Background: an optimization exercise with open tools, aiming at small area and a short achievable clock period. Do not read the settings as production practice.
Function was checked by simulation only, so behaviour that the tests miss may differ from the original.
Power and IR drop assume default switching activity.

==> flow/design.v (outline; a module is shown in full before it is edited, if it fits) <==
// module DIV: 3833 lines
// module COMP: 6 lines
// module MUX2x1: 12 lines
// module REG: 12 lines
// module CIRCUIT7: 12 lines
module CIRCUIT7(a, b, c, d, zero, Clk, Rst, z);
  // ...
==> flow/flow/run.sh <==
#!/bin/bash
# Standard layout (the standard.sh), with timing repair aiming for extra
# setup slack so that the resizer works on the critical paths although the
# clock is met. Pin swapping is left out of the repair moves.
set -e
cd "$(dirname "$0")/.."
cat >> config.mk <<'EOC'
export SETUP_SLACK_MARGIN = 118
export SKIP_PIN_SWAP = 1
EOC
bash standard.sh > standard.log 2>&1
==> flow/standard.sh <==
#!/bin/bash
# synth_recipe.tcl (not shown) runs the flow's synth.tcl, then flattens the netlist and writes it again
# the make line also repeats each setting of config.mk as NAME=value (left out here)
make -C /OpenROAD-flow-scripts/flow DESIGN_CONFIG=/design/flow/config.mk WORK_HOME=/design/flow/orfs CLKGATE_MAP_FILE= SYNTH_SCRIPT=/design/flow/synth_recipe.tcl "${@:-finish}"
==> flow/config.mk <==
export PLATFORM = sky130hd
export DESIGN_NAME = CIRCUIT7
export DESIGN_NICKNAME = CIRCUIT7
export VERILOG_FILES = /design/flow/design.v
export SDC_FILE = /design/flow/constraint.sdc
export NUM_CORES = 4
export LEC_CHECK = 0
export ABC_AREA = 1
export CAP_MARGIN = 20
export CORE_MARGIN = 2
export CORE_UTILIZATION = 50
export CTS_CLUSTER_DIAMETER = 25
export CTS_CLUSTER_SIZE = 4
export SLEW_MARGIN = 20
export SETUP_SLACK_MARGIN = 118
export SKIP_PIN_SWAP = 1
==> flow/constraint.sdc <==
create_clock -name core_clock -period 260.0 [get_ports {Clk}]
set_input_delay 52.0000 -clock core_clock [delete_from_list [all_inputs] [get_ports {Clk}]]
set_output_delay 52.0000 -clock core_clock [all_outputs]
set_load 0.01 [all_outputs]
==> impl_results.md, run 1 <==
* Status: finished clean
* Clock slew seen by the registers of the worst setup and hold paths at 0.06 ns
* Required time reported for the critical path endpoint at ~260 ns
* Area of the mapped netlist at between 50000 and 60000 um^2
* Worst-path cell with the longest stage delay: sky130_fd_sc_hd__fa_1
* CTS Buf Count at 5
* Vias per std cell at around 5.4
* Relative contribution of sequential cells to total power at under 10%
* Critical Path End: reg1.q[0]
* Compound-gate portion of the synthesized area at 15.0%
* Commonest non-fill, non-tap cell in the layout: sky130_fd_sc_hd__nand2_1
* Final Max Slew Viols at 0
* Critical-path maximum fanout at 13
* Wire length of the first global-routing pass at between 200000 and 250000 um
* Number of hold-repair buffers added at the cts stage at 0
* CTS tree: done
* Count of distinct cell types in the synthesized netlist at 73
* Relative area of clock buffers and inverters in the final design at less than 1%
* Non-clock buffer contribution to total cell area at between 8 and 9%
* Remaining routing DRC violations at 0
* Gp weighted congestion at around 0.9
* Fraction of met1 tracks used by global routing at between 30% and 40%
* Number of placed instances, taps included at ~9.1k
* Seq. cell area at ~640 um^2
* Final worst setup slack at between 100 and 150 ns
* Largest cells by area after synthesis: sky130_fd_sc_hd__ha_1 (24%), sky130_fd_sc_hd__nand2_1 (15%), sky130_fd_sc_hd__fa_1 (10%)
* Initial antenna violation count at 1
* Worst setup path startpoint: d[24]
* Area post-placement at about 54000 um^2
* Share of flip-flops with an asynchronous set or reset after synthesis at 0%
* Via count of the first global-routing pass at just under 50k
==> run 2: changes to the inputs <==
--- a/flow/flow/run.sh
+++ b/flow/flow/run.sh
@@ -7,3 +7,3 @@
 cat >> config.mk <<'EOC'
-export SETUP_SLACK_MARGIN = 118
+export SETUP_SLACK_MARGIN = 114
 export SKIP_PIN_SWAP = 1
--- a/flow/config.mk
+++ b/flow/config.mk
@@ -14,3 +14,3 @@
 export SLEW_MARGIN = 20
-export SETUP_SLACK_MARGIN = 118
+export SETUP_SLACK_MARGIN = 114
 export SKIP_PIN_SWAP = 1
==> run 2 against run 1 <==
Against the previous run: die area stayed put; combinational power is 4% lower; global-route usage down 0.37 points; still clean; critical path depth up 5; count of clock-buffer cells in the layout is the same; synthesized cell count is the same.
==> impl_results.md, run 2 <==
* Area of the mapped netlist at 50900 um^2 (unchanged)
* Status: finished clean (unchanged)
* Largest registers in the final layout: reg1.q (32) (unchanged)
* Most flops, register: reg1.q (unchanged)
* Mean routed wirelength per cell at 16.4 um (was 16.6 um)
* Slew of the pin with the lowest slew margin at 1.05 ns (about the same)
* Via count of the first global-routing pass at 47.4k (was 48.0k)
* NumNets Final at 9244 (was 9390)
* Area post-placement at 53800 um^2 (unchanged)
* Arrival time of data at the critical path endpoint at 140.22 ns (was 137.78 ns)
* CTS tree: done (unchanged)
* Endpoint, Worst Hold: reg1.q[31] (unchanged)
* Number of hold-repair buffers added at the cts stage at 0 (unchanged)
* Final hold violations at 0 (unchanged)
* Levels on crit path at 618 (was 613)
* Pleak at 31.2 nW (was 32.1 nW)
* Clock slew seen by the registers of the worst setup and hold paths at 0.06 ns (about the same)
* CTS Buf Count at 5 (unchanged)
* Gp weighted congestion at 0.889 (unchanged)
* Worst path buffer plus inverter count at 50 (was 52)
* Number of clock sinks seen by CTS at 32 (unchanged)
* Synth-to-layout area growth at 11.5% (was 15.5%)
* Max-capacitance violation count at 0 (unchanged)
* Input/output buffers at 193 (unchanged)
* Post-route cell area at 56800 um^2 (was 58800 um^2)
* Pwr/cell area at 2.57 nW/um^2 (about the same)
* Required time reported for the critical path endpoint at 260.19 ns (about the same)
* Internal at 0.0000661 W (was 0.0000693 W)
* Vias per std cell at 5.41 (was 5.43)
* Estimated wirelength of the detail-placed design at 120000 um (unchanged)
* Final worst setup slack at 119.97 ns (was 122.41 ns)
* Switching pwr at 0.0000799 W (was 0.0000820 W)
* Chip width at 323 um (unchanged)
* Relative contribution of sequential cells to total power at 3.4% (was 3.3%)
* Placeable Area at 101000 um^2 (unchanged)
* # rows at 117 (unchanged)
* Most frequently used cell type in the post-synthesis netlist: sky130_fd_sc_hd__nand2_1 (unchanged)
* Clk Tree Root Cell: sky130_fd_sc_hd__clkbuf_16 (unchanged)
* Pre-CTS worst setup slack at 102.52 ns (unchanged)
* Cell accounting for the most synthesized area: sky130_fd_sc_hd__ha_1 (unchanged)
* Yosys synthesis warning count at 2 (unchanged)
* Remaining routing DRC violations at 0 (unchanged)
* Residual antenna-violating net count after detailed routing at 0 (unchanged)
* Leftover overflow at the end of global routing at 0 (unchanged)
* Number of vias after detailed routing at 50.0k (was 51.0k)
* Cell seen most often among critical-path stages: sky130_fd_sc_hd__a21o_1 (unchanged)
* Final Max Slew Viols at 0 (unchanged)
* Count of distinct cell types in the synthesized netlist at 73 (unchanged)
* Post-synthesis area per instance at 6.67 um^2 (unchanged)
* Post-synth EDFFs at 0 (unchanged)
* Largest net degree at the start of global routing at 49 (unchanged)
* Accumulated negative setup slack at 0 ns (unchanged)
* Critical Path End: reg1.q[0] (unchanged)
* Source of the worst hold timing path: d[1] (unchanged)
* Min Tclk post-route at 140.03 ns (was 137.59 ns)
* H-Tree Depth at 2 (unchanged)
* Max reg flops at 32 (unchanged)
* Synth top area share at 23.7% (unchanged)
* Count of boundary I/O pins at 194 (unchanged)
* Detailed Routing Iterations Pass 1 at 6 (unchanged)
* Global Route Usage Sum at 28.5% (was 28.9%)
* Sequential logic power at 0.00000500 W (about the same)
* Max transition margin at 30.1% (was 29.7%)
* Worst-path cell with the longest stage delay: sky130_fd_sc_hd__fa_1 (unchanged)
* Share of flip-flops with an asynchronous set or reset after synthesis at 0% (unchanged)
* Setup crit start kind: input port (unchanged)
* Number of instances in the synthesized netlist at 7628 (unchanged)
* Initial core utilization at 50.2% (unchanged)
* Class of the tightest hold or removal check: input port to flop (unchanged)
* Worst setup path startpoint: d[26] (was d[24])
* Largest stage delay on the critical path at 0.45 ns (was 0.49 ns)
* RSZ-0062 raised after global routing: yes (was no)
* Largest cells by area after synthesis: sky130_fd_sc_hd__ha_1 (24%), sky130_fd_sc_hd__nand2_1 (15%), sky130_fd_sc_hd__fa_1 (10%) (unchanged)
* Clk pwr share at 5.1% (was 4.9%)
* Clock network power at 0.00000742 W (was 0.00000746 W)
* Final worst-path cycle share at 53.9% (was 52.9%)
* Critical-path maximum fanout at 21 (was 13)
* Most frequently used flop master after synthesis: sky130_fd_sc_hd__dfxtp_1 (unchanged)
* Setup Viol. Count Final at 0 (unchanged)
* Total Wirelength at 151000 um (was 155000 um)
* Ranking of synthesized cells by instance count: sky130_fd_sc_hd__nand2_1 (2021), sky130_fd_sc_hd__ha_1 (964), sky130_fd_sc_hd__inv_1 (810) (unchanged)
* Worst Hold Depth at 6 (unchanged)
* Worst-case vdd ir drop at 0.00000223 V (was 0.00000222 V)
* Proportion of synthesized chip area in sequential cells at 1.26% (unchanged)
* Commonest non-fill, non-tap cell in the layout: sky130_fd_sc_hd__nand2_1 (unchanged)
* Crit. End Element: flop (unchanged)
* Power attributed to combinational cells at 0.000134 W (was 0.000139 W)
* Max clock buf depth at 2 (unchanged)
* Highest-count cells in the layout ignoring fill and taps: sky130_fd_sc_hd__nand2_1 (1996), sky130_fd_sc_hd__ha_1 (951), sky130_fd_sc_hd__inv_1 (788) (was sky130_fd_sc_hd__nand2_1 (1938), sky130_fd_sc_hd__ha_1 (941), sky130_fd_sc_hd__inv_1 (778))
* Share of layout cells above drive strength 1 at 13.2% (was 16.5%)
* Wire length of the first global-routing pass at 245000 um (was 248000 um)
* Switch share at 54.7% (was 54.2%)
* Die outline area at 104000 um^2 (unchanged)
* Synthesis-stage register bit count at 32 (unchanged)
* Chip height at 323 um (unchanged)
* Post-synth net total at 9007 (unchanged)
* Starting DRT DRC Count at 2757 (was 2749)
* F_max at 7.14 MHz (was 7.27 MHz)
* Initial antenna violation count at 2 (was 1)
* Kind of cell adding the most delay to the critical path: compound AO/OA/AOI/OAI gates (unchanged)
* Comb pwr share at 91.5% (was 91.8%)
* Type of the setup path with the least slack: input port to flop (unchanged)
* Pwr top: combinational cells (unchanged)
## run 2: cell counts after synthesis
Identical to the previous run, type by type.
## run 2: through the flow
step,utilization (%),total power [W],std cells,hold slack [ns]
floorplan,-,0.000104,7628,52.18
global placement,53.1,0.000130,9079,52.52
detailed placement,53.1,0.000132,9079,52.52
CTS,54.1,0.000142,9127,52.19
global route,56.0,0.000165,9236,52.26
finish,56.0,0.000146,9236,52.21
## run 2: final cells by class
cell class              count  area (um^2)
fillers                 10100        44500
clock buffers               5          125
multi-input cells        6583        47200
repair buffers            392         3740
flip-flops and latches     32          641
inverters                 851         3300
well taps                1368         1710
diodes                      2         5.00
clock inverters             3         42.5
## run 2: cells by family after synthesis
kind of cell    count (synthesis)  synth area share, %
simple gates                 3575                 32.0
xor+xnor                      532                 9.16
flops                          32                 1.26
fa+ha+maj                    1217                 33.7
buf+inv                      1031                 8.74
mux                             4                0.103
compound gates               1237                 15.0
## run 2: what timing repair did
item | in CTS | in global routing
setup buffers | 27 | 92
endpoints found under the hold margin | 0 | 0
resized for setup | 128 | 263
gates cloned | 13 | 15
endpoints found under the setup margin | 3 | 32
pin swaps | 0 | 0
## run 2: per-layer routing
| layer | global-route usage, % | routed length [um] |
|---|---|---|
| met3 | 0.851 | 4740 |
| met2 | 49.8 | 70200 |
| met1 | 39.1 | 72900 |
| met5 | 0 | 0 |
| met4 | 6.13 | 3370 |
==> run 3: changes to the inputs <==
--- a/flow/config.mk
+++ b/flow/config.mk
@@ -14,2 +14,3 @@
 export SLEW_MARGIN = 20
+export TNS_END_PERCENT = 10
 export SETUP_SLACK_MARGIN = 114
==> run 3 against run 2 <==
Against the previous run: worst setup slack did not move; count of clock-buffer cells in the layout stayed put; utilization is the same; synthesized cell count did not move; worst hold slack did not move; critical path depth is the same; first-iteration DRC count did not move; non-clock buffer count did not move; critical path type unchanged; critical endpoint unchanged; highest routed layer unchanged.
==> impl_results.md, run 3 <==
* Accumulated negative setup slack at 0 ns (unchanged)
* Post-synth EDFFs at 0 (unchanged)
* Critical-path maximum fanout at 21 (unchanged)
* Switch share at 54.7% (unchanged)
* Simple-gate share of the synthesized area at 32.0% (unchanged)
* Slew of the pin with the lowest slew margin at 1.05 ns (unchanged)
* Clock network power at 0.00000742 W (about the same)
* Switching pwr at 0.0000799 W (unchanged)
* Post-route cell area at 56800 um^2 (unchanged)
* Yosys synthesis warning count at 2 (unchanged)
* Most flops, register: reg1.q (unchanged)
* Number of instances in the synthesized netlist at 7628 (unchanged)
* Relative contribution of sequential cells to total power at 3.4% (about the same)
* Input/output buffers at 193 (unchanged)
* Number of hold-repair buffers added at the cts stage at 0 (unchanged)
* Non-filler instance count after layout at 9236 (unchanged)
* Share of flip-flops with an asynchronous set or reset after synthesis at 0% (unchanged)
* Pleak at 31.2 nW (unchanged)
* Clock slew seen by the registers of the worst setup and hold paths at 0.06 ns (about the same)
* Global Route Usage Sum at 28.5% (unchanged)
* Arrival time of data at the critical path endpoint at 140.22 ns (about the same)
* Largest stage delay on the critical path at 0.45 ns (about the same)
* Type of the setup path with the least slack: input port to flop (unchanged)
* NumNets Final at 9244 (unchanged)
* Detailed Routing Iterations Pass 1 at 6 (unchanged)
* Clk pwr share at 5.1% (about the same)
* Max reg flops at 32 (unchanged)
* CTS tree: done (unchanged)
* Count of distinct cell types in the synthesized netlist at 73 (unchanged)
* Status: finished clean (unchanged)
* Comb pwr share at 91.5% (about the same)
* Worst path buffer plus inverter count at 50 (unchanged)
* Initial antenna violation count at 2 (unchanged)
* Required time reported for the critical path endpoint at 260.19 ns (about the same)
* Total Wirelength at 151000 um (unchanged)
* Commonest non-fill, non-tap cell in the layout: sky130_fd_sc_hd__nand2_1 (unchanged)
* Endpoint, Worst Hold: reg1.q[31] (unchanged)
* Cell accounting for the most synthesized area: sky130_fd_sc_hd__ha_1 (unchanged)
* Min Tclk post-route at 140.03 ns (unchanged)
* Largest cells by area after synthesis: sky130_fd_sc_hd__ha_1 (24%), sky130_fd_sc_hd__nand2_1 (15%), sky130_fd_sc_hd__fa_1 (10%) (unchanged)
* Kind of cell adding the most delay to the critical path: compound AO/OA/AOI/OAI gates (unchanged)
* Max transition margin at 30.1% (unchanged)
* Final Max Slew Viols at 0 (unchanged)
* Synth-to-layout area growth at 11.5% (unchanged)
* Class of the tightest hold or removal check: input port to flop (unchanged)
* Pre-CTS worst setup slack at 102.52 ns (unchanged)
* Gp weighted congestion at 0.889 (unchanged)
* Count of boundary I/O pins at 194 (unchanged)
* Combinational family with the most area after synthesis: adder cells (unchanged)
* Wire length of the first global-routing pass at 245000 um (unchanged)
* Most frequently used cell type in the post-synthesis netlist: sky130_fd_sc_hd__nand2_1 (unchanged)
* Mean routed wirelength per cell at 16.4 um (unchanged)
* Chip width at 323 um (unchanged)
* Pwr/cell area at 2.57 nW/um^2 (unchanged)
* Final hold violations at 0 (unchanged)
* CTS Buf Count at 5 (unchanged)
* Highest-count cells in the layout ignoring fill and taps: sky130_fd_sc_hd__nand2_1 (1996), sky130_fd_sc_hd__ha_1 (951), sky130_fd_sc_hd__inv_1 (788) (unchanged)
* Setup crit start kind: input port (unchanged)
* Die outline area at 104000 um^2 (unchanged)
* Internal at 0.0000661 W (unchanged)
* Number of placed instances, taps included at 9079 (unchanged)
* Chip height at 323 um (unchanged)
* Critical Path End: reg1.q[0] (unchanged)
* Pwr top: combinational cells (unchanged)
* Xor and xnor area share after synthesis at 9.16% (unchanged)
* H-Tree Depth at 2 (unchanged)
* Worst Hold Depth at 6 (unchanged)
* Proportion of synthesized chip area in sequential cells at 1.26% (unchanged)
* F_max at 7.14 MHz (unchanged)
* Post-synthesis mux area share at 0.103% (unchanged)
* Levels on crit path at 618 (unchanged)
* Final worst-path cycle share at 53.9% (unchanged)
* Residual antenna-violating net count after detailed routing at 0 (unchanged)
* Cell seen most often among critical-path stages: sky130_fd_sc_hd__a21o_1 (unchanged)
* Worst setup path startpoint: d[26] (unchanged)
* Worst-case vdd ir drop at 0.00000223 V (unchanged)
* Worst-path cell with the longest stage delay: sky130_fd_sc_hd__fa_1 (unchanged)
* # rows at 117 (unchanged)
* Ranking of synthesized cells by instance count: sky130_fd_sc_hd__nand2_1 (2021), sky130_fd_sc_hd__ha_1 (964), sky130_fd_sc_hd__inv_1 (810) (unchanged)
* Remaining routing DRC violations at 0 (unchanged)
* Clk Tree Root Cell: sky130_fd_sc_hd__clkbuf_16 (unchanged)
* Crit. End Element: flop (unchanged)
* Post-synth net total at 9007 (unchanged)
* Post-synthesis area per instance at 6.67 um^2 (unchanged)
* Largest net degree at the start of global routing at 49 (unchanged)
* Most frequently used flop master after synthesis: sky130_fd_sc_hd__dfxtp_1 (unchanged)
* Initial core utilization at 50.2% (unchanged)
* Number of vias after detailed routing at 50.0k (unchanged)
* Adder and majority gate portion of the synthesized area at 33.7% (unchanged)
* Max clock buf depth at 2 (unchanged)
* Number of clock sinks seen by CTS at 32 (unchanged)
* Power attributed to combinational cells at 0.000134 W (about the same)
* Placeable Area at 101000 um^2 (unchanged)
* Via count of the first global-routing pass at 47.4k (unchanged)
* Setup Viol. Count Final at 0 (unchanged)
* Starting DRT DRC Count at 2757 (unchanged)
* Max-capacitance violation count at 0 (unchanged)
* Share of layout cells above drive strength 1 at 13.2% (unchanged)
* Source of the worst hold timing path: d[1] (unchanged)
* Synth top area share at 23.7% (unchanged)
* Area of the mapped netlist at 50900 um^2 (unchanged)
* Leftover overflow at the end of global routing at 0 (unchanged)
* Sequential logic power at 0.00000500 W (about the same)
* Final worst setup slack at 119.97 ns (unchanged)
* Compound-gate portion of the synthesized area at 15.0% (unchanged)
* Vias per std cell at 5.41 (unchanged)
* RSZ-0062 raised after global routing: yes (unchanged)
* Estimated wirelength of the detail-placed design at 120000 um (unchanged)
* Area post-placement at 53800 um^2 (unchanged)
* Largest registers in the final layout: reg1.q (32) (unchanged)
* Synthesis-stage register bit count at 32 (unchanged)
[run 3: cell counts after synthesis]
Identical to the previous run, type by type.
[run 3: per-stage QoR]
step / power (W) / utilization [%] / hold slack [ns]
floorplan: 0.000104 / - / 52.18
global placement: 0.000130 / 53.1 / 52.52
detailed placement: 0.000132 / 53.1 / 52.52
CTS: 0.000142 / 54.1 / 52.19
global route: 0.000165 / 56.0 / 52.26
finish: 0.000146 / 56.0 / 52.21
[run 3: area by class of cell]
class                           count  area [um^2]
Tap cell                         1368         1710
Antenna cell                        2         5.00
Fill cell                       10100        44500
Clock inverter                      3         42.5
Inverter                          851         3300
Multi-Input combinational cell   6583        47200
Clock buffer                        5          125
Sequential cell                    32          641
Timing Repair Buffer              392         3740
[run 3: metal layers]
layer  part of all wire (%)  global-route usage [%]  vias up
met1                     48                    39.1    23100
li1                       -                       -    25900
met5                      0                       0        -
met2                     46                    49.8      824
met3                    3.1                   0.851      163
met4                    2.2                    6.13        0
[run 3: timing repair]
action                     in CTS  in global routing
gates cloned                   13                 15
pin swaps                       0                  0
hold endpoints to repair        0                  0
setup endpoints to repair       3                 32
gates resized for setup       128                263
buffers inserted               27                 92
[run 3: cell families after synthesis]
| logic type | after synthesis |
|---|---|
| AOI/OAI and AO/OA | 1237 |
| xor gates and xnor gates | 532 |
| adders and majority gates | 1217 |
| buffers and inverters | 1031 |
| DFF | 32 |
| muxes | 4 |
| and+or+nand+nor | 3575 |
==> run 4: changes to the inputs <==
==> flow/run.sh (new file) <==
#!/bin/bash
# synth_recipe.tcl (not shown) runs the flow's synth.tcl, then flattens the netlist and writes it again
# the make line also repeats each setting of config.mk as NAME=value (left out here)
make -C /OpenROAD-flow-scripts/flow DESIGN_CONFIG=/design/flow/config.mk WORK_HOME=/design/flow/orfs CLKGATE_MAP_FILE= SYNTH_SCRIPT=/design/flow/synth_recipe.tcl finish
--- a/flow/config.mk
+++ b/flow/config.mk
@@ -14,4 +14 @@
 export SLEW_MARGIN = 20
-export TNS_END_PERCENT = 10
-export SETUP_SLACK_MARGIN = 114
-export SKIP_PIN_SWAP = 1
removed: flow/flow/run.sh
removed: flow/standard.sh
==> run 4 against run 3 <==
Against the previous run: still clean; total power is 4.3% lower; fmax decreased by 11%; via count is 2.5% lower; count of clock-buffer cells in the layout unchanged; global-route usage shrank 0.47 points; non-clock buffer count down 129; design area shrank 4.9%.
==> impl_results.md, run 4 <==
* Source of the worst hold timing path: d[1] (unchanged)
* Input/output buffers at 193 (unchanged)
* Global Route Usage Sum at 28.1% (was 28.5%)
* Vias per std cell at 5.36 (was 5.41)
* Clock slew seen by the registers of the worst setup and hold paths at 0.06 ns (about the same)
* Cell accounting for the most synthesized area: sky130_fd_sc_hd__ha_1 (unchanged)
* Starting DRT DRC Count at 2775 (was 2757)
* Final worst-path cycle share at 60.6% (was 53.9%)
* Most flops, register: reg1.q (unchanged)
* Die outline area at 104000 um^2 (unchanged)
* Relative contribution of sequential cells to total power at 3.6% (was 3.4%)
* Post-synth net total at 9007 (unchanged)
* Comb pwr share at 91.1% (was 91.5%)
* Share of flip-flops with an asynchronous set or reset after synthesis at 0% (unchanged)
* Final hold violations at 0 (unchanged)
* Accumulated negative setup slack at 0 ns (unchanged)
* Switching pwr at 0.0000767 W (was 0.0000799 W)
* Commonest non-fill, non-tap cell in the layout: sky130_fd_sc_hd__nand2_1 (unchanged)
* NumNets Final at 9097 (was 9244)
* Pleak at 30.1 nW (was 31.2 nW)
* Post-synth EDFFs at 0 (unchanged)
* Max reg flops at 32 (unchanged)
* Synth-to-layout area growth at 6.06% (was 11.5%)
* Highest-count cells in the layout ignoring fill and taps: sky130_fd_sc_hd__nand2_1 (2017), sky130_fd_sc_hd__ha_1 (964), sky130_fd_sc_hd__inv_1 (806) (was sky130_fd_sc_hd__nand2_1 (1996), sky130_fd_sc_hd__ha_1 (951), sky130_fd_sc_hd__inv_1 (788))
* Final hold slack at 52.22 ns (was 52.21 ns)
* Setup Viol. Count Final at 0 (unchanged)
* Critical Path End: reg1.q[0] (unchanged)
* Max transition margin at 28.7% (was 30.1%)
* Pre-CTS worst setup slack at 102.52 ns (unchanged)
* Total Wirelength at 145000 um (was 151000 um)
* Switch share at 54.9% (was 54.7%)
* Worst setup path startpoint: d[31] (was d[26])
* Post-CTS Resized at 0 (was 128)
* Placeable Area at 101000 um^2 (unchanged)
* Number of hold-repair buffers added at the cts stage at 0 (unchanged)
* Buffers inserted by post-CTS timing repair at 0 (was 27)
* Number of clock sinks seen by CTS at 32 (unchanged)
* Number of instances in the synthesized netlist at 7628 (unchanged)
* Max-capacitance violation count at 0 (unchanged)
* Final Max Slew Viols at 0 (unchanged)
* Critical-path maximum fanout at 56 (was 21)
* Remaining routing DRC violations at 0 (unchanged)
* Wire length of the first global-routing pass at 241000 um (was 245000 um)
* Slew of the pin with the lowest slew margin at 1.07 ns (was 1.05 ns)
* Clk Tree Root Cell: sky130_fd_sc_hd__clkbuf_16 (unchanged)
* Count of distinct cell types in the synthesized netlist at 73 (unchanged)
* RSZ-0062 raised after global routing: no (was yes)
* Initial core utilization at 50.2% (unchanged)
* Worst-case vdd ir drop at 0.00000220 V (was 0.00000223 V)
* Kind of cell adding the most delay to the critical path: compound AO/OA/AOI/OAI gates (unchanged)
* Final worst setup slack at 102.34 ns (was 119.97 ns)
* Most frequently used flop master after synthesis: sky130_fd_sc_hd__dfxtp_1 (unchanged)
* Via count of the first global-routing pass at 46.9k (was 47.4k)
* Initial antenna violation count at 1 (was 2)
* Residual antenna-violating net count after detailed routing at 0 (unchanged)
* Crit. End Element: flop (unchanged)
* Number of vias after detailed routing at 48.7k (was 50.0k)
* Worst Hold Depth at 6 (unchanged)
* Chip width at 323 um (unchanged)
* Mean routed wirelength per cell at 16.0 um (was 16.4 um)
* Worst-path cell with the longest stage delay: sky130_fd_sc_hd__nand2_2 (was sky130_fd_sc_hd__fa_1)
* Min Tclk post-route at 157.66 ns (was 140.03 ns)
* Sequential logic power at 0.00000500 W (about the same)
* Synthesis-stage register bit count at 32 (unchanged)
* Clk pwr share at 5.3% (was 5.1%)
* CTS Buf Count at 5 (unchanged)
* Internal at 0.0000630 W (was 0.0000661 W)
* Clock network power at 0.00000741 W (was 0.00000742 W)
* F_max at 6.34 MHz (was 7.14 MHz)
* Largest net degree at the start of global routing at 57 (was 49)
* Cell seen most often among critical-path stages: sky130_fd_sc_hd__a21o_1 (unchanged)
* Class of the tightest hold or removal check: input port to flop (unchanged)
* Largest stage delay on the critical path at 0.68 ns (was 0.45 ns)
* CTS tree: done (unchanged)
* Yosys synthesis warning count at 2 (unchanged)
* Leftover overflow at the end of global routing at 0 (unchanged)
* Post-synthesis area per instance at 6.67 um^2 (unchanged)
* Count of boundary I/O pins at 194 (unchanged)
* Estimated wirelength of the detail-placed design at 120000 um (unchanged)
* Share of layout cells above drive strength 1 at 8.96% (was 13.2%)
* Worst path buffer plus inverter count at 49 (was 50)
* Pwr/cell area at 2.59 nW/um^2 (was 2.57 nW/um^2)
* Endpoint, Worst Hold: reg1.q[31] (unchanged)
* Area of the mapped netlist at 50900 um^2 (unchanged)
* Synth top area share at 23.7% (unchanged)
* Status: finished clean (unchanged)
* Detailed Routing Iterations Pass 1 at 5 (was 6)
* Setup crit start kind: input port (unchanged)
* Largest cells by area after synthesis: sky130_fd_sc_hd__ha_1 (24%), sky130_fd_sc_hd__nand2_1 (15%), sky130_fd_sc_hd__fa_1 (10%) (unchanged)
* Proportion of synthesized chip area in sequential cells at 1.26% (unchanged)
* Most frequently used cell type in the post-synthesis netlist: sky130_fd_sc_hd__nand2_1 (unchanged)
* H-Tree Depth at 2 (unchanged)
* Largest registers in the final layout: reg1.q (32) (unchanged)
* Arrival time of data at the critical path endpoint at 157.86 ns (was 140.22 ns)
* # rows at 117 (unchanged)
* Chip height at 323 um (unchanged)
* Pwr top: combinational cells (unchanged)
* Max clock buf depth at 2 (unchanged)
* Required time reported for the critical path endpoint at 260.19 ns (about the same)
* Gp weighted congestion at 0.889 (unchanged)
* Type of the setup path with the least slack: input port to flop (unchanged)
* Levels on crit path at 615 (was 618)
* Ranking of synthesized cells by instance count: sky130_fd_sc_hd__nand2_1 (2021), sky130_fd_sc_hd__ha_1 (964), sky130_fd_sc_hd__inv_1 (810) (unchanged)
* Power attributed to combinational cells at 0.000127 W (was 0.000134 W)
[run 4: cell counts after synthesis]
No cell type changed its count.
[run 4: cell type report]
type / instances / area, um^2
sequential: 32 / 641
multi-input combinational: 6565 / 45800
clock inverter: 3 / 42.5
timing repair buffer: 263 / 2430
tap: 1368 / 1710
inverter: 851 / 3200
antenna: 1 / 2.50
clock buffer: 5 / 125
fill: 10300 / 47300
[run 4: kinds of logic (layout without fill, tap and decap cells)]
family	after synthesis	after routing	synth area share (%)
xor gates and xnor gates	532	532	9.16
adders and majority gates	1217	1217	33.7
other	0	1	0
buffers and inverters	1031	1122	8.74
AOI/OAI and AO/OA	1237	1237	15.0
DFF	32	32	1.26
and+or+nand+nor	3575	3575	32.0
muxes	4	4	0.103
[run 4: metrics by stage]
stage	util, %	power [W]	instance area [um^2]	std cells
finish	53.3	0.000140	54000	9088
global route	53.3	0.000159	54000	9088
CTS	53.3	0.000140	54000	9087
detailed placement	53.1	0.000132	53800	9079
global placement	53.1	0.000130	53800	9079
floorplan	-	0.000104	50900	7628
[run 4: routing by layer]
| metal | vias up | global-route usage, % | wire (um) |
|---|---|---|---|
| met5 | - | 0 | 0 |
| met4 | 0 | 5.70 | 2820 |
| met3 | 130 | 0.645 | 4000 |
| met2 | 702 | 48.8 | 66700 |
| met1 | 22300 | 38.8 | 71700 |
| li1 | 25500 | - | - |
==> run 5: changes to the inputs <==
--- a/flow/config.mk
+++ b/flow/config.mk
@@ -8,3 +8,3 @@
 export ABC_AREA = 1
-export CAP_MARGIN = 20
+export CAP_MARGIN = 90
 export CORE_MARGIN = 2
@@ -13,2 +13,2 @@
 export CTS_CLUSTER_SIZE = 4
-export SLEW_MARGIN = 20
+export SLEW_MARGIN = 90
==> run 5 against run 4 <==
Against the previous run: synthesized area stayed put; the run now fails in global routing (5_1_grt); synthesized cell count is the same.
==> impl_results.md, run 5 <==
* Status: stopped before the end (was finished clean)
* Exit stage: global routing (5_1_grt)
* Error message: [ERROR GRT-0232] Routing congestion too high. Check the congestion heatmap in the GUI.
* Max clock buf depth at 2 (unchanged)
* Most frequently used flop master after synthesis: sky130_fd_sc_hd__dfxtp_1 (unchanged)
* Post-synth net total at 9007 (unchanged)
* Most frequently used cell type in the post-synthesis netlist: sky130_fd_sc_hd__nand2_1 (unchanged)
* H-Tree Depth at 2 (unchanged)
* Chip height at 323 um (unchanged)
* Largest net degree at the start of global routing at 17
* Post-synthesis area per instance at 6.67 um^2 (unchanged)
* Cell accounting for the most synthesized area: sky130_fd_sc_hd__ha_1 (unchanged)
* Post-synthesis mux area share at 0.103% (unchanged)
* Synthesis-stage register bit count at 32 (unchanged)
* Input/output buffers at 193 (unchanged)
* Xor and xnor area share after synthesis at 9.16% (unchanged)
* Compound-gate portion of the synthesized area at 15.0% (unchanged)
* CTS Buf Count at 5 (unchanged)
* Chip width at 323 um (unchanged)
* Post-CTS Resized at 0 (unchanged)
* Area of the mapped netlist at 50900 um^2 (unchanged)
* Gp weighted congestion at 0.889 (unchanged)
* Number of instances in the synthesized netlist at 7628 (unchanged)
* Adder and majority gate portion of the synthesized area at 33.7% (unchanged)
* Largest cells by area after synthesis: sky130_fd_sc_hd__ha_1 (24%), sky130_fd_sc_hd__nand2_1 (15%), sky130_fd_sc_hd__fa_1 (10%) (unchanged)
* Proportion of synthesized chip area in sequential cells at 1.26% (unchanged)
* Count of distinct cell types in the synthesized netlist at 73 (unchanged)
* Post-synth EDFFs at 0 (unchanged)
* Number of clock sinks seen by CTS at 32 (unchanged)
* Combinational family with the most area after synthesis: adder cells (unchanged)
* Number of hold-repair buffers added at the cts stage at 0 (unchanged)
* Initial core utilization at 50.2% (unchanged)
* Count of boundary I/O pins at 194 (unchanged)
* Share of flip-flops with an asynchronous set or reset after synthesis at 0% (unchanged)
* Simple-gate share of the synthesized area at 32.0% (unchanged)
* Clk Tree Root Cell: sky130_fd_sc_hd__clkbuf_16 (unchanged)
* Pre-CTS worst setup slack at 83.12 ns (was 102.52 ns)
* Synth top area share at 23.7% (unchanged)
* Ranking of synthesized cells by instance count: sky130_fd_sc_hd__nand2_1 (2021), sky130_fd_sc_hd__ha_1 (964), sky130_fd_sc_hd__inv_1 (810) (unchanged)
* Yosys synthesis warning count at 2 (unchanged)
* Buffers inserted by post-CTS timing repair at 0 (unchanged)
* # rows at 117 (unchanged)
* Estimated wirelength of the detail-placed design at 196000 um (was 120000 um)
-- run 5: cell families after synthesis --
group	count (synthesis)
xor gates and xnor gates	532
muxes	4
DFF	32
adders and majority gates	1217
buffers and inverters	1031
and+or+nand+nor	3575
AOI/OAI and AO/OA	1237
-- run 5: per-stage QoR --
stage,utilization [%],cells,cell area (um^2)
4_1_cts,85.9,10500,87000
2_1_floorplan,-,7628,50900
3_5_place_dp,85.8,10500,86900
3_3_place_gp,53.1,9079,53800
==> run 6: changes to the inputs <==
--- a/flow/config.mk
+++ b/flow/config.mk
@@ -8,3 +8,3 @@
 export ABC_AREA = 1
-export CAP_MARGIN = 90
+export CAP_MARGIN = 70
 export CORE_MARGIN = 2
@@ -13,2 +13,2 @@
 export CTS_CLUSTER_SIZE = 4
-export SLEW_MARGIN = 90
+export SLEW_MARGIN = 70
==> run 6 against run 5 <==
Against the previous run: the run now finishes clean; synthesized area is the same; synthesized cell count unchanged.
==> impl_results.md, run 6 <==
* Status: finished clean (was stopped before the end)
* CTS tree: done
* Max-capacitance violation count at 0
* RSZ-0062 raised after global routing: no
* Largest stage delay on the critical path at ~0.48 ns
* Commonest non-fill, non-tap cell in the layout: sky130_fd_sc_hd__nand2_1
* Die outline area at about 100000 um^2
* Number of hold-repair buffers added at the cts stage at 0 (unchanged)
* Residual antenna-violating net count after detailed routing at 0
* Gp weighted congestion at 0.889 (unchanged)
* Xor and xnor area share after synthesis at 9.16% (unchanged)
* Area of the mapped netlist at 50900 um^2 (unchanged)
* Mean routed wirelength per cell at around 16 um
* Kind of cell adding the most delay to the critical path: compound AO/OA/AOI/OAI gates
* Worst Hold Depth at 6
* Estimated wirelength of the detail-placed design at 121000 um (was 196000 um)
* Most frequently used flop master after synthesis: sky130_fd_sc_hd__dfxtp_1 (unchanged)
* Initial core utilization at 50.2% (unchanged)
* Post-synth net total at 9007 (unchanged)
* Core utilization of the finished layout at ~54%
* Count of distinct cell types in the synthesized netlist at 73 (unchanged)
* Adder and majority gate portion of the synthesized area at 33.7% (unchanged)
* Class of the tightest hold or removal check: input port to flop
* Switch share at 54.8%
* Chip height at 323 um (unchanged)
* Cell accounting for the most synthesized area: sky130_fd_sc_hd__ha_1 (unchanged)
* Via count of the first global-routing pass at about 47k
* Wire length of the first global-routing pass at roughly 240000 um
* Post-synth EDFFs at 0 (unchanged)
* Critical-path maximum fanout at between 50 and 60
* # rows at 117 (unchanged)
* Synth-to-layout area growth at 7.59%
* Final worst setup slack at roughly 110 ns
* Pre-CTS worst setup slack at 107.01 ns (was 83.12 ns)
* Max reg flops at 32
* Slew of the pin with the lowest slew margin at 0.451 ns
* Critical Path End: reg1.q[0]
* Worst setup path startpoint: d[31]
* Source of the worst hold timing path: d[1]
* Worst path buffer plus inverter count at a little under 50
* Power attributed to combinational cells at approximately 0.00013 W
* Pwr top: combinational cells
* Clk pwr share at around 5.2%
* Required time reported for the critical path endpoint at roughly 260 ns
* Type of the setup path with the least slack: input port to flop
* Max clock buf depth at 2 (unchanged)
* Starting DRT DRC Count at 2544
* Cell seen most often among critical-path stages: sky130_fd_sc_hd__a21o_1
* Proportion of synthesized chip area in sequential cells at 1.26% (unchanged)
* Levels on crit path at around 600
* Largest registers in the final layout: reg1.q (32)
* Worst-path cell with the longest stage delay: sky130_fd_sc_hd__clkdlybuf4s50_1
* CTS Buf Count at 5 (unchanged)
* Largest cells by area after synthesis: sky130_fd_sc_hd__ha_1 (24%), sky130_fd_sc_hd__nand2_1 (15%), sky130_fd_sc_hd__fa_1 (10%) (unchanged)
* Arrival time of data at the critical path endpoint at roughly 150 ns
* Compound-gate portion of the synthesized area at 15.0% (unchanged)
* Max transition margin at between 60 and 70%
* Post-layout power at 0.000142 W
* Number of instances in the synthesized netlist at 7628 (unchanged)
* Simple-gate share of the synthesized area at 32.0% (unchanged)
* Most frequently used cell type in the post-synthesis netlist: sky130_fd_sc_hd__nand2_1 (unchanged)
* Final Max Slew Viols at 0
* Setup crit start kind: input port
* Clk Tree Root Cell: sky130_fd_sc_hd__clkbuf_16 (unchanged)
* Share of flip-flops with an asynchronous set or reset after synthesis at 0% (unchanged)
* Endpoint, Worst Hold: reg1.q[31]
* Initial antenna violation count at 3
* Sequential logic power at 0.00000500 W
* Pwr/cell area at about 2.6 nW/um^2
* Comb pwr share at roughly nine tenths
* Global Route Usage Sum at around 28%
* Ranking of synthesized cells by instance count: sky130_fd_sc_hd__nand2_1 (2021), sky130_fd_sc_hd__ha_1 (964), sky130_fd_sc_hd__inv_1 (810) (unchanged)
* Switching pwr at roughly 0.000078 W
* Clock slew seen by the registers of the worst setup and hold paths at approximately 0.06 ns
* Most flops, register: reg1.q
* Relative contribution of sequential cells to total power at 3.5%
* Buffers inserted by post-CTS timing repair at 0 (unchanged)
* Final worst-path cycle share at around three fifths
* Number of clock sinks seen by CTS at 32 (unchanged)
* Combinational family with the most area after synthesis: adder cells (unchanged)
* Detailed Routing Iterations Pass 1 at 7
* Setup Viol. Count Final at 0
* F_max at 6.54 MHz
* NumNets Final at roughly 9.1k
* Number of vias after detailed routing at slightly below 50k
* Post-CTS Resized at 0 (unchanged)
* Internal at between 0.00006 and 0.00007 W
* Leftover overflow at the end of global routing at 0
* Final hold violations at 0
* Synthesis-stage register bit count at 32 (unchanged)
* Highest-count cells in the layout ignoring fill and taps: sky130_fd_sc_hd__nand2_1 (2008), sky130_fd_sc_hd__ha_1 (964), sky130_fd_sc_hd__inv_1 (781)
* Crit. End Element: flop
* Largest net degree at the start of global routing at 57
* Worst-case vdd ir drop at roughly 0.0000021 V
* Total Wirelength at approximately 150000 um
* Vias per std cell at between 5 and 6
* H-Tree Depth at 2 (unchanged)
* Placeable Area at ~100000 um^2
* Pleak at just over 30 nW
* Share of layout cells above drive strength 1 at between 10 and 15%
* Synth top area share at 23.7% (unchanged)
* Count of boundary I/O pins at 194 (unchanged)
* Clock network power at around 0.0000073 W
* Input/output buffers at 193 (unchanged)
* Yosys synthesis warning count at 2 (unchanged)
* Accumulated negative setup slack at 0 ns
* Chip width at 323 um (unchanged)
* Post-synthesis area per instance at 6.67 um^2 (unchanged)
* Post-synthesis mux area share at 0.103% (unchanged)
* Min Tclk post-route at between 150 and 200 ns
* Remaining routing DRC violations at 0
[run 6: cell counts after synthesis]
No cell type changed its count.
[run 6: per-layer routing]
| layer | vias to the layer above | share of wire, % | GRT usage [%] |
|---|---|---|---|
| li1 | 25500 | - | - |
| met1 | 22600 | 49 | 38.4 |
| met2 | 792 | 46 | 48.7 |
| met3 | 149 | 3.2 | 1.01 |
| met4 | 0 | 2.3 | 6.41 |
| met5 | - | 0 | 0 |
[run 6: logic make-up after synthesis]
logic type,count (synthesis)
AOI/OAI and AO/OA,1237
xor gates and xnor gates,532
and+or+nand+nor,3575
adders and majority gates,1217
muxes,4
buffers and inverters,1031
DFF,32
[run 6: metrics by stage]
stage / cells / area, um^2 / hold slack (ns)
detailed placement: 9089 / 54400 / 52.55
finish: 9100 / 54700 / 52.24
global placement: 9079 / 53800 / 52.52
global route: 9100 / 54700 / 52.30
floorplan: 7628 / 50900 / 52.18
CTS: 9097 / 54600 / 52.23
[run 6: area by class of cell]
class | count | area, um^2
Antenna cell | 1 | 2.50
Multi-Input combinational cell | 6565 | 46200
Clock inverter | 3 | 42.5
Tap cell | 1368 | 1710
Inverter | 851 | 3240
Fill cell | 10300 | 46600
Timing Repair Buffer | 275 | 2820
Clock buffer | 5 | 125
Sequential cell | 32 | 641

==> what the ideal ports hide <==
The flow's constraints put no driver on any port. The routed layouts listed below were extracted and timed again, unchanged, in two steps. Step 1 (the two cells are an assumption about what drives the block):
set clk [get_ports {Clk}]
set_driving_cell -lib_cell sky130_fd_sc_hd__clkbuf_16 $clk
set_driving_cell -lib_cell sky130_fd_sc_hd__buf_2 [delete_from_list [all_inputs] $clk]
Step 2 adds t to the input delays and takes it off the output delays; t is the mean of the earliest and latest rising clock arrival at the registers after step 1. Input paths then give back, and output paths get back, about the clock's delay inside the block. Slacks: ideal / step 1 / step 2; pairs: ideal / step 1.
run	t (ns)	slack for setup (ns)	worst setup path after step 2	cell pins on the clock port's net
run 1	0.356	122.410 / 122.439 / 122.083	input to register	1
run 2	0.356	119.972 / 119.999 / 119.643	input to register	1
run 3	0.356	119.972 / 119.999 / 119.643	input to register	1
run 4	0.354	102.337 / 102.358 / 102.004	input to register	1
run 6	0.354	107.165 / 107.197 / 106.843	input to register	1
After both steps every run listed still meets setup and hold. The setup slack of run 4, which loses most, moves by +0.021 ns with the drivers and by -0.333 ns with both steps.
